What follows belongs to an exercise in optimizing a design on an open flow for small area; a production flow would make more cautious choices. Where RTL was checked, it was by simulation tests only, not by an equivalence proof against the original. Power and IR drop assume default switching activity.

// ETH_TOP
module ETH_TOP#(
		parameter FPGA_MAC         = 48'h00D0_0800_0002,
		parameter FPGA_IP          = 32'hC0A8_006E,
	    parameter FPGA_DP          = 16'd8080,
	    parameter FPGA_SP          = 16'd8080,
	    parameter C_AXI_ID_WIDTH       = 4,         
	    parameter C_AXI_ADDR_WIDTH     = 32,        
	    parameter C_AXI_DATA_WIDTH     = 64,        
	    parameter C_AXI_NBURST_SUPPORT = 1'b0,      
	    parameter C_AXI_BURST_TYPE     = 2'b00,     
	    parameter WATCH_DOG_WIDTH      = 12,   		 
	    parameter FLAG_MOTOR           =   32'hE1EC_0C0D,
	    parameter FLAG_AD              =   32'hAD86_86DA,
	    parameter FLAG_ETHLOOP         =   32'hEEBA_EEBA,
	    parameter C_ADDR_SUMOFFSET     =   32'h0000_1000,
	    parameter C_ADDR_MOTOR2ETH     =   32'h0000_0000,
	    parameter C_ADDR_AD2ETH        =   32'h1000_0000,
	    parameter C_ADDR_ETHLOOP       =   32'h2000_0000,
	    parameter C_ADDR_ETH2MOTOR     =   32'hE000_0000,
	    parameter C_ADDR_ETH2AD        =   32'hF000_0000           
    )
	(
	    input   sys_clk,
	    input   sys_rst,   
	   	input                               maxi_wready,  
	   	output [C_AXI_ID_WIDTH-1:0]         maxi_wid,     
	   	output [C_AXI_ADDR_WIDTH-1:0]       maxi_waddr,   
	   	output [7:0]                        maxi_wlen,    
	   	output [2:0]                        maxi_wsize,   
	   	output [1:0]                        maxi_wburst,  
	   	output [1:0]                        maxi_wlock,   
	   	output [3:0]                        maxi_wcache,  
	   	output [2:0]                        maxi_wprot,   
	   	output                              maxi_wvalid,  
	   	output [3:0]						maxi_wqos,
  ...
Size in the first run: ~760 flip-flops, about 590 I/O pins.
clock: 8.0 ns
lec_check: 0
abc_area: 1
cap_margin: 20
core_margin: 2
core_utilization: 40
place_density: 0.6
slew_margin: 20
run.sh (not shown) runs the stock make flow with config.mk's settings and CLKGATE_MAP_FILE= SYNTH_SCRIPT=/design/flow/synth_recipe.tcl, a recipe that flattens the netlist after the stock synthesis.
Rerun with:
CORE_UTILIZATION = 65   (was 40)
CTS_BUF_LIST = sky130_fd_sc_hd__clkbuf_8   (was unset)
CTS_CLUSTER_SIZE = 30   (was unset)
PLACE_DENSITY = 0.75   (was 0.6)
What happened: Setup slack loses 170 ps; design area came out lower by a few percent; critical path depth came out higher by 4; via count came out higher by a few percent; hold slack gains 10 ps; flip-flop and latch count is unchanged.
No functional check of the RTL was part of any run of this note.


oak:
Another version of the RTL of ETH_TOP (not shown whole).
Size: ~4700 cells after synthesis, about 590 I/O pins, roughly 0.040 sq mm of cells after synthesis.
==> flow/config.mk <==
export PLATFORM = sky130hd
export DESIGN_NAME = ETH_TOP
export DESIGN_NICKNAME = ETH_TOP
export VERILOG_FILES = /design/flow/design.v
export SDC_FILE = /design/flow/constraint.sdc
export NUM_CORES = 4
export LEC_CHECK = 0
export ABC_CLOCK_PERIOD_IN_PS = 1000000
export CAP_MARGIN = 20
export CORE_MARGIN = 2
export CORE_UTILIZATION = 65
export CTS_BUF_LIST = sky130_fd_sc_hd__clkbuf_4
export PLACE_DENSITY = 0.75
export SLEW_MARGIN = 20
==> flow/constraint.sdc <==
create_clock -name core_clock -period 8.0 [get_ports {sys_clk}]
set_input_delay 1.6000 -clock core_clock [delete_from_list [all_inputs] [get_ports {sys_clk}]]
set_output_delay 1.6000 -clock core_clock [all_outputs]
set_load 0.01 [all_outputs]
standard.sh (not shown) runs the stock make flow with config.mk's settings and CLKGATE_MAP_FILE= SYNTH_SCRIPT=/design/flow/synth_recipe.tcl, a recipe that flattens the netlist after the stock synthesis.
==> flow/flow/run.sh <==
#!/bin/bash
# Standard synthesis, then the combinational logic re-mapped for area (registers untouched),
# then the standard layout from floorplan to finish.
set -euo pipefail
W=$(pwd)
R=$W/orfs/results/sky130hd/ETH_TOP/base
YOSYS=$FLOW_HOME/../tools/install/yosys/bin/yosys
bash standard.sh synth > $W/standard_synth.log 2>&1
cp $R/1_2_yosys.v $W/std_1_2_yosys.v
RS_LIB=$FLOW_HOME/platforms/sky130hd/lib/sky130_fd_sc_hd__tt_025C_1v80.lib \
RS_DONTUSE=$W/flow/dontuse.txt RS_IN=$W/std_1_2_yosys.v RS_OUT=$W/rs_1_2_yosys.v \
RS_SCRIPT=$W/flow/rs.abc $YOSYS -c $W/flow/resynth.tcl > $W/resynth.log 2>&1
cp $W/rs_1_2_yosys.v $R/1_2_yosys.v
rm -f $R/1_synth.odb $R/1_synth.sdc
bash standard.sh > $W/standard_layout.log 2>&1
Other scripts of this flow, unchanged in this note and not shown: flow/flow/dontuse.txt, flow/flow/resynth.tcl, flow/flow/rs.abc
oak went all the way through the flow, and no timing, DRC or antenna check failed.
Input-level comparison between pine and oak:
Settings: CTS_BUF_LIST: sky130_fd_sc_hd__clkbuf_4 -> unset.
Notes after the runs:
- Looking at ratio of cells with drive above 1 in the final layout, pine sits 3.2 points below oak.
- Register area of oak is on par with pine.
- Compared to oak, the routing of pine uses more wire.
- Looking at global-route usage, pine sits above oak.
- Re utilization: pine is 0.19 points up on oak.
- In terms of die area, oak and pine differ only marginally.


Setup of v17:
ETH_TOP, a different RTL version from the one above (not shown whole).
Size: about 4500 cells after synthesis, about 39000 sq um of cells after synthesis.
Settings: LEC_CHECK=0, ABC_CLOCK_PERIOD_IN_PS=1000000, CAP_MARGIN=20, CORE_MARGIN=2, CORE_UTILIZATION=65, CTS_BUF_LIST=sky130_fd_sc_hd__clkbuf_4, PLACE_DENSITY=0.75, SLEW_MARGIN=20; clock period 8.0 ns.
==> flow/flow/run.sh <==
#!/bin/bash
# Standard synthesis, then the combinational logic re-mapped for area (registers untouched),
# then the standard layout from floorplan to finish.
set -euo pipefail
W=$(pwd)
R=$W/orfs/results/sky130hd/ETH_TOP/base
YOSYS=$FLOW_HOME/../tools/install/yosys/bin/yosys
bash standard.sh synth > $W/standard_synth.log 2>&1
cp $R/1_2_yosys.v $W/std_1_2_yosys.v
RS_LIB=$FLOW_HOME/platforms/sky130hd/lib/sky130_fd_sc_hd__tt_025C_1v80.lib \
RS_DONTUSE=$W/flow/dontuse.txt RS_IN=$W/std_1_2_yosys.v RS_OUT=$W/rs_1_2_yosys.v \
RS_SCRIPT=$W/flow/rs.abc $YOSYS -c $W/flow/resynth.tcl > $W/resynth.log 2>&1
cp $W/rs_1_2_yosys.v $R/1_2_yosys.v
rm -f $R/1_synth.odb $R/1_synth.sdc
# clock tree: small clock buffers and no dummy loads; ports get the smallest buffer cell
bash standard.sh "CTS_ARGS=-sink_clustering_enable -repair_clock_nets -buf_list sky130_fd_sc_hd__clkbuf_4 -dont_use_dummy_load" "BUFFER_PORTS_ARGS=-buffer_cell sky130_fd_sc_hd__buf_1" finish > $W/standard_layout.log 2>&1
==> flow/flow/resynth.tcl <==
# Re-map the combinational logic of the standard synthesis netlist with ABC.
# The flip-flops (and tie cells) are kept as they are: same instances, names and cell types.
yosys -import
set lib $::env(RS_LIB)
set dont [string trim [read [open $::env(RS_DONTUSE)]]]
read_liberty -ignore_miss_func $lib
read_verilog $::env(RS_IN)
hierarchy -top ETH_TOP
setattr -mod -set keep_hierarchy 1 sky130_fd_sc_hd__*df* sky130_fd_sc_hd__*dl* sky130_fd_sc_hd__conb_1
setattr -set keep 1 t:sky130_fd_sc_hd__*df* t:sky130_fd_sc_hd__*dl*
flatten
hierarchy -top ETH_TOP
blackbox sky130_fd_sc_hd__*df* sky130_fd_sc_hd__*dl* sky130_fd_sc_hd__conb_1
select -clear
tee -o $::env(RS_OUT).pre.stat stat -liberty $lib
eval abc -script $::env(RS_SCRIPT) -liberty $lib {*}$dont
opt_clean -purge
insbuf -buf sky130_fd_sc_hd__buf_4 A X
opt_clean -purge
tee -o $::env(RS_OUT).stat stat -liberty $lib
write_verilog -noattr -nohex -nodec $::env(RS_OUT)
==> flow/flow/rs.abc <==
strash
dc2
&get -n
&dch -f
&nf -R 1000
&put
strash
dch -f
amap
strash
dch -f
amap
Other scripts of this flow, unchanged in this note and not shown: flow/flow/dontuse.txt
For v3, these inputs were changed with respect to v17:
--- a/flow/flow/run.sh
+++ b/flow/flow/run.sh
@@ -14,3 +14,3 @@
 rm -f $R/1_synth.odb $R/1_synth.sdc
-# clock tree: small clock buffers and no dummy loads; ports get the smallest buffer cell
-bash standard.sh "CTS_ARGS=-sink_clustering_enable -repair_clock_nets -buf_list sky130_fd_sc_hd__clkbuf_4 -dont_use_dummy_load" "BUFFER_PORTS_ARGS=-buffer_cell sky130_fd_sc_hd__buf_1" finish > $W/standard_layout.log 2>&1
+# clock tree: small clock buffers and no dummy loads
+bash standard.sh "CTS_ARGS=-sink_clustering_enable -repair_clock_nets -buf_list sky130_fd_sc_hd__clkbuf_4 -dont_use_dummy_load" finish > $W/standard_layout.log 2>&1
Findings:
- Looking at power share of the combinational group, v3 sits above v17.
- In v3, the final worst setup slack came out 300 ps below the value in v17.
- The share of final-layout standard cells stronger than drive strength 1 was comparable across v3 and v17.
- Compared with v17, v3 shows a final instance area that is 3.5% higher.
- In the reports for v3 and v17, the smaller headroom to the max-slew limit belongs to v17.
- Changes observed in v3 relative to v17: HPWL after detailed placement saw an increase; share of the cycle needed by the critical path after routing saw an increase.
--- input diff v3..v24 ---
--- a/flow/flow/run.sh
+++ b/flow/flow/run.sh
@@ -14,3 +14,3 @@
 rm -f $R/1_synth.odb $R/1_synth.sdc
-# clock tree: small clock buffers and no dummy loads
-bash standard.sh "CTS_ARGS=-sink_clustering_enable -repair_clock_nets -buf_list sky130_fd_sc_hd__clkbuf_4 -dont_use_dummy_load" finish > $W/standard_layout.log 2>&1
+# clock tree: small clock buffers and no dummy loads; ports get the smallest buffer cell
+bash standard.sh "CTS_ARGS=-sink_clustering_enable -repair_clock_nets -buf_list sky130_fd_sc_hd__clkbuf_4 -dont_use_dummy_load -sink_clustering_size 8 -sink_clustering_max_diameter 40" "BUFFER_PORTS_ARGS=-buffer_cell sky130_fd_sc_hd__buf_1" finish > $W/standard_layout.log 2>&1
### Flow results
Number of fill cells, v24 and v3, lower one = v3.
The setup slack of v24 is larger than that of v3.
The global-route wire length before repair was comparable across v24 and v3.
Of v24 and v3, it is v24 that has the higher number of logic stages on the critical path including buffering.
Modified inputs, v23 compared to v24
--- a/flow/flow/run.sh
+++ b/flow/flow/run.sh
@@ -15,2 +15,2 @@
 # clock tree: small clock buffers and no dummy loads; ports get the smallest buffer cell
-bash standard.sh "CTS_ARGS=-sink_clustering_enable -repair_clock_nets -buf_list sky130_fd_sc_hd__clkbuf_4 -dont_use_dummy_load -sink_clustering_size 8 -sink_clustering_max_diameter 40" "BUFFER_PORTS_ARGS=-buffer_cell sky130_fd_sc_hd__buf_1" finish > $W/standard_layout.log 2>&1
+bash standard.sh "CTS_ARGS=-sink_clustering_enable -repair_clock_nets -buf_list sky130_fd_sc_hd__clkbuf_4 -dont_use_dummy_load" "BUFFER_PORTS_ARGS=-buffer_cell sky130_fd_sc_hd__buf_1" finish > $W/standard_layout.log 2>&1
--- a/flow/flow/resynth.tcl
+++ b/flow/flow/resynth.tcl
@@ -15,3 +15,3 @@
 tee -o $::env(RS_OUT).pre.stat stat -liberty $lib
-eval abc -script $::env(RS_SCRIPT) -liberty $lib {*}$dont
+eval abc -script $::env(RS_SCRIPT) -liberty $lib {*}$dont -D 5000
 opt_clean -purge
==> flow/flow/rs.abc <==
strash
dc2
&get -n
&deepsyn -T 60
&put
strash
&get -n
&dch -f
&nf {D} -R 1000
&put
- v24 finished every step from synthesis to the final layout, and the layout passed the timing, DRC and antenna checks.
- Status v23: flow complete, layout not clean - setup timing
- Cell area in v23 is 0.41% above v24.
- v23 ends up with higher routability congestion estimate than v24 does.
- For v24, the end of the critical path was inst_TX_UDP.udpcks_sum[18], unlike v23, where it was inst_TX_UDP.udpcks_sum[16].
- Per the comparison of v23 with v24, non-clock buffer count now larger, combinational power now larger, total length of routed met2 wires now larger.
- On v23: data required time of the critical path is 20 ps higher than what v24 gave.
- Looking only at slack of the critical path, and setting everything else aside, the higher value of v23 and v24 goes to v24.


Setup of juniper:
Starting RTL as in the previous note.
==> flow/config.mk <==
export PLATFORM = sky130hd
export DESIGN_NAME = ETH_TOP
export DESIGN_NICKNAME = ETH_TOP
export VERILOG_FILES = /design/flow/design.v
export SDC_FILE = /design/flow/constraint.sdc
export NUM_CORES = 4
export LEC_CHECK = 0
export ABC_CLOCK_PERIOD_IN_PS = 1000000
export CAP_MARGIN = 20
export CORE_MARGIN = 2
export CORE_UTILIZATION = 65
export CTS_BUF_LIST = sky130_fd_sc_hd__clkbuf_4
export PLACE_DENSITY = 0.75
export SLEW_MARGIN = 20
==> flow/constraint.sdc <==
create_clock -name core_clock -period 8.0 [get_ports {sys_clk}]
set_input_delay 1.6000 -clock core_clock [delete_from_list [all_inputs] [get_ports {sys_clk}]]
set_output_delay 1.6000 -clock core_clock [all_outputs]
set_load 0.01 [all_outputs]
==> flow/flow/run.sh <==
#!/bin/bash
# Standard synthesis, then the combinational logic re-mapped for area (registers untouched),
# then the standard layout, with: tie cells shared by up to 24 constant loads, a clock tree
# of small buffers without dummy loads.
set -euo pipefail
W=$(pwd)
R=$W/orfs/results/sky130hd/ETH_TOP/base
YOSYS=$FLOW_HOME/../tools/install/yosys/bin/yosys
KNOBS=("SKIP_REPAIR_TIE_FANOUT=1"
       "CTS_ARGS=-sink_clustering_enable -repair_clock_nets -buf_list sky130_fd_sc_hd__clkbuf_4 -dont_use_dummy_load -sink_clustering_size 8 -sink_clustering_max_diameter 40")
bash standard.sh synth > $W/standard_synth.log 2>&1
cp $R/1_2_yosys.v $W/std_1_2_yosys.v
RS_LIB=$FLOW_HOME/platforms/sky130hd/lib/sky130_fd_sc_hd__tt_025C_1v80.lib \
RS_DONTUSE=$W/flow/dontuse.txt RS_IN=$W/std_1_2_yosys.v RS_OUT=$W/rs_1_2_yosys.v \
RS_SCRIPT=$W/flow/rs.abc $YOSYS -c $W/flow/resynth.tcl > $W/resynth.log 2>&1
cp $W/rs_1_2_yosys.v $R/1_2_yosys.v
rm -f $R/1_synth.odb $R/1_synth.sdc
bash standard.sh "${KNOBS[@]}" floorplan > $W/standard_floorplan.log 2>&1
cp $R/2_floorplan.odb $W/2_floorplan_single_ties.odb
TIE_IN=$W/2_floorplan_single_ties.odb TIE_OUT=$R/2_floorplan.odb TIE_GROUP=24 \
  openroad -no_init -exit $W/flow/ties.tcl > $W/ties.log 2>&1
touch $R/2_floorplan.odb
bash standard.sh "${KNOBS[@]}" finish > $W/standard_layout.log 2>&1
==> flow/flow/resynth.tcl <==
# Re-map the combinational logic of the standard synthesis netlist with ABC.
# The flip-flops (and tie cells) are kept as they are: same instances, names and cell types.
yosys -import
set lib $::env(RS_LIB)
set dont [string trim [read [open $::env(RS_DONTUSE)]]]
read_liberty -ignore_miss_func $lib
read_verilog $::env(RS_IN)
hierarchy -top ETH_TOP
setattr -mod -set keep_hierarchy 1 sky130_fd_sc_hd__*df* sky130_fd_sc_hd__*dl* sky130_fd_sc_hd__conb_1
setattr -set keep 1 t:sky130_fd_sc_hd__*df* t:sky130_fd_sc_hd__*dl*
flatten
hierarchy -top ETH_TOP
blackbox sky130_fd_sc_hd__*df* sky130_fd_sc_hd__*dl* sky130_fd_sc_hd__conb_1
select -clear
tee -o $::env(RS_OUT).pre.stat stat -liberty $lib
eval abc -script $::env(RS_SCRIPT) -liberty $lib {*}$dont
opt_clean -purge
insbuf -buf sky130_fd_sc_hd__buf_1 A X
opt_clean -purge
tee -o $::env(RS_OUT).stat stat -liberty $lib
write_verilog -noattr -nohex -nodec $::env(RS_OUT)
==> flow/flow/ties.tcl <==
# Split each tie cell's loads into groups of at most TIE_GROUP, one conb_1 per group.
read_db $::env(TIE_IN)
set G $::env(TIE_GROUP)
set db [ord::get_db]
set block [ord::get_db_block]
set master [$db findMaster sky130_fd_sc_hd__conb_1]
set ties {}
foreach inst [$block getInsts] {
  if {[[$inst getMaster] getName] == "sky130_fd_sc_hd__conb_1"} { lappend ties $inst }
}
set k 0
foreach tie $ties {
  foreach port {LO HI} {
    set it [$tie findITerm $port]
    set net [$it getNet]
    if {$net == "NULL" || $net == ""} { continue }
    set loads {}
    foreach b [$net getBTerms] { lappend loads $b }
    foreach i [$net getITerms] { if {$i != $it} { lappend loads $i } }
    set n [llength $loads]
    puts "tie [$tie getName] $port: $n loads"
    # the first group stays on the existing tie
    for {set s $G} {$s < $n} {incr s $G} {
      incr k
      set ni [odb::dbInst_create $block $master "tie_split_$k"]
      set nn [odb::dbNet_create $block "tie_split_net_$k"]
      [$ni findITerm $port] connect $nn
      foreach l [lrange $loads $s [expr {$s + $G - 1}]] {
        $l disconnect
        $l connect $nn
      }
    }
  }
}
global_connect
puts "ties now: [expr {[llength $ties] + $k}]"
write_db $::env(TIE_OUT)
Other scripts of this flow, unchanged in this note and not shown: flow/flow/dontuse.txt, flow/flow/rs.abc
The flow did not stop early for juniper: all stages ran, and the layout cleared the timing, DRC and antenna checks.
## Diff of input files: ember against juniper
-- flow/flow/resynth.tcl --
<<< juniper, line 18
insbuf -buf sky130_fd_sc_hd__buf_1 A X
>>> ember, line 18
insbuf -buf sky130_fd_sc_hd__buf_4 A X
==> comparison <==
When ember is set beside juniper, its die width turns out to be about 1.4% larger.
ember vs juniper on number of well-tap cells placed: ember is the higher one.
Looking at uppermost layer routed, the met4 result is from juniper; the met5 one comes from ember.
The share of power burned in the clock network was comparable across ember and juniper.
Cells: ember has more instances than juniper
### ember -> quartz
-- flow/flow/run.sh --
<<< ember, line 4
# of small buffers without dummy loads.
>>> quartz, line 4
# of small buffers without dummy loads, and the smallest buffer cell on the ports.
<<< ember, line 10
       "CTS_ARGS=-sink_clustering_enable -repair_clock_nets -buf_list sky130_fd_sc_hd__clkbuf_4 -dont_use_dummy_load -sink_clustering_size 8 -sink_clustering_max_diameter 40")
>>> quartz, line 10
       "CTS_ARGS=-sink_clustering_enable -repair_clock_nets -buf_list sky130_fd_sc_hd__clkbuf_4 -dont_use_dummy_load -sink_clustering_size 8 -sink_clustering_max_diameter 40"
       "BUFFER_PORTS_ARGS=-buffer_cell sky130_fd_sc_hd__buf_1")
In the reports for ember and quartz, the smaller post-layout instance area belongs to quartz. Final antenna diode count was higher in quartz than in ember. Measured against each other, ember and quartz differ in maximum level of the CTS H-tree, the higher figure coming from quartz. Looking at ember and quartz, the detail-routed via count per cell is a wash. ember and quartz ended up with nearly the same number of tap instances. Going from ember to quartz, share of power burned in the clock network increased by 1.1 points relative to the old numbers; maximum clock rate increased by about 0.6% relative to the old numbers.
The inputs of onyx differ from those of quartz as listed below.
-- flow/flow/resynth.tcl --
<<< quartz, line 18
insbuf -buf sky130_fd_sc_hd__buf_4 A X
>>> onyx, line 18
insbuf -buf sky130_fd_sc_hd__buf_1 A X
==> comparison <==
Looking only at die area, and setting everything else aside, the higher value of onyx and quartz goes to quartz. onyx ended up with a lower number of rows created at floorplan than quartz did. Changes observed in onyx relative to quartz: overall routing resource usage fell 0.54 points; leakage dissipation shrank by 1.1%; final setup slack of the worst path now larger; maximum operating frequency shows no meaningful change. Looking at number of clock buffers in the layout, onyx sits about 8% below quartz. The cell area of onyx was superior to that of quartz. Sequential share of layout area ended up 0.27 points higher on onyx than on quartz. onyx reports a higher part of the total power dissipated in combinational logic than quartz does. Each of the runs, namely onyx and quartz, reached the end of the flow and came out clean.
The inputs of violet differ from those of onyx as listed below.
==> flow/flow/run.sh <==
#!/bin/bash
# Standard synthesis, then the combinational logic re-mapped for area (registers untouched),
# then the standard layout from floorplan to finish.
set -euo pipefail
W=$(pwd)
R=$W/orfs/results/sky130hd/ETH_TOP/base
YOSYS=$FLOW_HOME/../tools/install/yosys/bin/yosys
bash standard.sh synth > $W/standard_synth.log 2>&1
cp $R/1_2_yosys.v $W/std_1_2_yosys.v
RS_LIB=$FLOW_HOME/platforms/sky130hd/lib/sky130_fd_sc_hd__tt_025C_1v80.lib \
RS_DONTUSE=$W/flow/dontuse.txt RS_IN=$W/std_1_2_yosys.v RS_OUT=$W/rs_1_2_yosys.v \
RS_SCRIPT=$W/flow/rs.abc $YOSYS -c $W/flow/resynth.tcl > $W/resynth.log 2>&1
cp $W/rs_1_2_yosys.v $R/1_2_yosys.v
rm -f $R/1_synth.odb $R/1_synth.sdc
# clock tree: small clock buffers and no dummy loads
bash standard.sh "CTS_ARGS=-sink_clustering_enable -repair_clock_nets -buf_list sky130_fd_sc_hd__clkbuf_4 -dont_use_dummy_load -sink_clustering_size 8 -sink_clustering_max_diameter 40" finish > $W/standard_layout.log 2>&1
-- flow/flow/resynth.tcl --
<<< onyx, line 18
insbuf -buf sky130_fd_sc_hd__buf_1 A X
>>> violet, line 18
insbuf -buf sky130_fd_sc_hd__buf_4 A X
removed: flow/flow/ties.tcl
### Flow results
In summary, violet completed successfully, with a layout that passed the timing, DRC and antenna checks.
onyx | stages: all done | timing, DRC, antenna: all pass
violet gives less sequential share of layout area than onyx did.
Delta (violet minus onyx): global router's overall resource usage shows no meaningful change, clock latency on the worst-skew pair shows an increase of 0.03 ns, clock power shows no meaningful change, final core utilization shows an increase of 2.1 points.
onyx has higher setup slack than violet.
Looking only at netlist area before placement, and setting everything else aside, the lower value of violet and onyx goes to onyx.
| data arrival time at the worst-slack endpoint | lower: onyx |
onyx has a lower total chip power than violet.

==> separate check: timing with driven ports <==
Ports are ideal in the flow. The routed layouts listed here were re-timed in OpenROAD. Step 1 (the two cells are an assumption about what drives the block):
set clk [get_ports {sys_clk}]
set_driving_cell -lib_cell sky130_fd_sc_hd__clkbuf_16 $clk
set_driving_cell -lib_cell sky130_fd_sc_hd__buf_2 [delete_from_list [all_inputs] $clk]
Step 2 adds t to the input delays and takes it off the output delays; t is the mean of the earliest and latest rising clock arrival at the registers after step 1. Input paths then give back, and output paths get back, about the clock's delay inside the block. Three values: ideal ports, drivers, drivers and shift; two values: the first two.
| run | t, ns | setup slack, ns | hold WS [ns] | worst setup path after step 2 |
|---|---|---|---|---|
| the first run of note 1 | 0.770 | 0.640 / 0.640 / 0.234 | 0.428 / 0.428 / 0.428 | input to register |
| the second run of note 1 | 0.871 | 0.466 / 0.466 / 0.335 | 0.439 / 0.439 / 0.439 | input to register |
| oak | 1.157 | 0.612 / 0.612 / -0.178 | 0.445 / 0.445 / 0.445 | input to register |
| pine | 0.726 | 0.615 / 0.615 / -0.051 | 0.446 / 0.446 / 0.446 | input to register |
| v17 | 1.120 | 0.806 / 0.806 / 0.370 | 0.455 / 0.455 / 0.455 | input to register |
| v3 | 1.084 | 0.502 / 0.502 / 0.502 | 0.450 / 0.450 / 0.450 | register to register |
| v24 | 1.042 | 0.725 / 0.725 / 0.405 | 0.452 / 0.452 / 0.452 | input to register |
| v23 | 1.073 | -0.341 / -0.341 / -0.870 | 0.422 / 0.422 / 0.422 | input to register |
| juniper | 0.974 | 0.682 / 0.682 / 0.199 | 0.395 / 0.395 / 0.395 | input to register |
| ember | 0.974 | 0.647 / 0.647 / 0.046 | 0.459 / 0.459 / 0.459 | input to register |
| quartz | 1.058 | 0.689 / 0.689 / 0.343 | 0.468 / 0.468 / 0.468 | input to register |
| onyx | 0.952 | 0.698 / 0.698 / 0.340 | 0.459 / 0.459 / 0.459 | input to register |
| violet | 0.987 | 0.617 / 0.617 / 0.593 | 0.454 / 0.454 / 0.454 | input to register |
With both steps, setup timing fails in oak and pine, where it was met with ideal ports. For oak, which loses most, drivers alone change the setup slack by 0.000 ns; drivers and shift together by -0.790 ns.
